Background: an optimization exercise with open tools, aiming at small area. Do not read the settings as production practice. Only simulation tests tie the RTL to the original design; equivalence was not proved.

Design life, start of the top module:
module life(input logic clk,
            input logic reset,
            input logic [9:0][9:0] init,
            output logic [9:0][9:0] out);
    logic [9:0][9:0] state_n;
    logic [9:0][9:0] nextstate;
    logic [9:0][9:0] d_n;
    logic reset_n;
    always_ff @(posedge clk)
        state_n <= d_n;
    assign reset_n = ~reset;
    logic [1:0] vn [10][10];
    logic [2:0] tn [10][5];
    genvar r, c;
    generate
        for (r = 0; r < 10; r = r + 1) begin : g_row
            for (c = 0; c < 10; c = c + 1) begin : g_col
                life_fa u_col(.a(state_n[(r + 9) % 10][c]),
                              .b(state_n[r][c]),
                              .c(state_n[(r + 1) % 10][c]),
                              .s(vn[r][c][0]),
                              .co(vn[r][c][1]));
            end
            for (c = 0; c < 10; c = c + 2) begin : g_pair
                life_pair u_pair(.va(vn[r][c]), .vb(vn[r][c + 1]), .t(tn[r][c / 2]));
            end
            for (c = 0; c < 10; c = c + 2) begin : g_cell
                life_rule2 u_rule(.tn(tn[r][c / 2]),
                                  .wln(vn[r][(c + 9) % 10]),
                                  .wrn(vn[r][(c + 2) % 10]),
                                  .xan(state_n[r][c]),
                                  .xbn(state_n[r][c + 1]),
                                  .ya(nextstate[r][c]),
                                  .yb(nextstate[r][c + 1]));
  ...
Size in the first run: roughly 1200 cells after synthesis, ~100 flip-flops, ~200 I/O pins, roughly 0.010 mm² of cells after synthesis.
==> flow/config.mk <==
export PLATFORM = sky130hd
export DESIGN_NAME = life
export DESIGN_NICKNAME = life
export VERILOG_FILES = /design/flow/design.v
export SDC_FILE = /design/flow/constraint.sdc
export NUM_CORES = 4
export LEC_CHECK = 0
export CAP_MARGIN = 20
export CORE_MARGIN = 2
export CORE_UTILIZATION = 40
export CTS_BUF_LIST = sky130_fd_sc_hd__clkbuf_16
export CTS_CLUSTER_DIAMETER = 150
export CTS_CLUSTER_SIZE = 40
export SLEW_MARGIN = 20
export SYNTH_HIERARCHICAL = 1
==> flow/constraint.sdc <==
create_clock -name core_clock -period 6.0 [get_ports {clk}]
set_input_delay 1.2000 -clock core_clock [delete_from_list [all_inputs] [get_ports {clk}]]
set_output_delay 1.2000 -clock core_clock [all_outputs]
set_load 0.01 [all_outputs]
standard.sh (not shown) runs the stock make flow with config.mk's settings and CLKGATE_MAP_FILE= SYNTH_SCRIPT=/design/flow/synth_recipe.tcl, a recipe that flattens the netlist after the stock synthesis.
==> flow/flow/run.sh <==
#!/bin/bash
# Own layout flow: the standard ORFS flow, with two changes.
#  1. Synthesis is the standard script (flow/synth.tcl is synth_recipe.tcl
#     plus two wrappers): ABC maps with flow/abc.script, an area-oriented
#     script, instead of ORFS's delay-driven one, and Yosys's full-adder
#     extraction only runs on the adder modules (life_fa, life_ha).
#  2. Ports are buffered with buf_1 instead of the cell buffer_ports picks.
# Every tool's output goes to a log file in the work folder.
set -euo pipefail
W=$(pwd)
export MY_ABC_SCRIPT=$W/flow/abc.script
export MY_FA_SEL="life_fa life_ha"
bash standard.sh SYNTH_SCRIPT=$W/flow/synth.tcl synth > $W/synth.log 2>&1
bash standard.sh "BUFFER_PORTS_ARGS=-buffer_cell sky130_fd_sc_hd__buf_1" finish > $W/layout.log 2>&1
test -f out/final.def
==> flow/flow/abc.script <==
strash; &get -n; &deepsyn -T 30; &put; dch -f; amap; topo
==> flow/flow/synth.tcl <==
proc synth {args} { yosys synth -nofsm -noshare {*}$args }
proc abc {args} {
  if {[info exists ::env(MY_ABC_SCRIPT)]} {
    set i [lsearch -exact $args -script]
    if {$i >= 0} { set args [lreplace $args [expr {$i+1}] [expr {$i+1}] $::env(MY_ABC_SCRIPT)] }
    set i [lsearch -exact $args -D]
    if {$i >= 0} { set args [lreplace $args $i [expr {$i+1}]] }
  }
  yosys abc {*}$args
}
proc extract_fa {args} {
  if {[info exists ::env(MY_FA_SEL)]} {
    yosys extract_fa {*}$args {*}$::env(MY_FA_SEL)
  } else {
    yosys extract_fa {*}$args
  }
}
source $::env(SCRIPTS_DIR)/synth.tcl
# left out here: clear keep_hierarchy, flatten, clean up, hide names made inside functions, write 1_2_yosys.v
The baseline went through all stages and came out clean.
==> next run, changes <==
- CTS_BUF_LIST: sky130_fd_sc_hd__clkbuf_16 -> sky130_fd_sc_hd__clkbuf_8
- CTS_CLUSTER_DIAMETER: 150 -> 100
- CTS_CLUSTER_SIZE: 40 -> 30
The changed run completed with no timing, DRC or antenna violations.
Routed wire length stays flat.
Critical path depth is unchanged.
Final cell count stays the same.
Synthesized cell count stays the same.
Worst setup slack got worse by 33 ps.

-- re-timing with driven ports --
The results above use ideal ports. As a check the final layouts listed here were re-extracted and re-timed, cells and wires unchanged. Step 1: set_driving_cell puts a clkbuf_16 on clk and a buf_2 on each other input, an assumption about the parent block. Step 2 times the ports against the registers' clock, not the clock port: input delays grow and output delays shrink by t, the midpoint of the rising clock arrivals with the driver on. Three values: ideal ports, drivers, drivers and shift; two values: the first two.
| run | t, ns | setup slack, ns | worst setup path at the end | worst data-port slew with drivers (ns) | cell pins on the clock port's net |
|---|---|---|---|---|---|
| the first run | 0.396 | 1.688 / 1.638 / 2.034 | register to output | 0.04 | 1 |
| the second run | 0.417 | 1.655 / 1.611 / 2.029 | register to output | 0.04 | 1 |
After both steps every run listed still meets setup and hold.
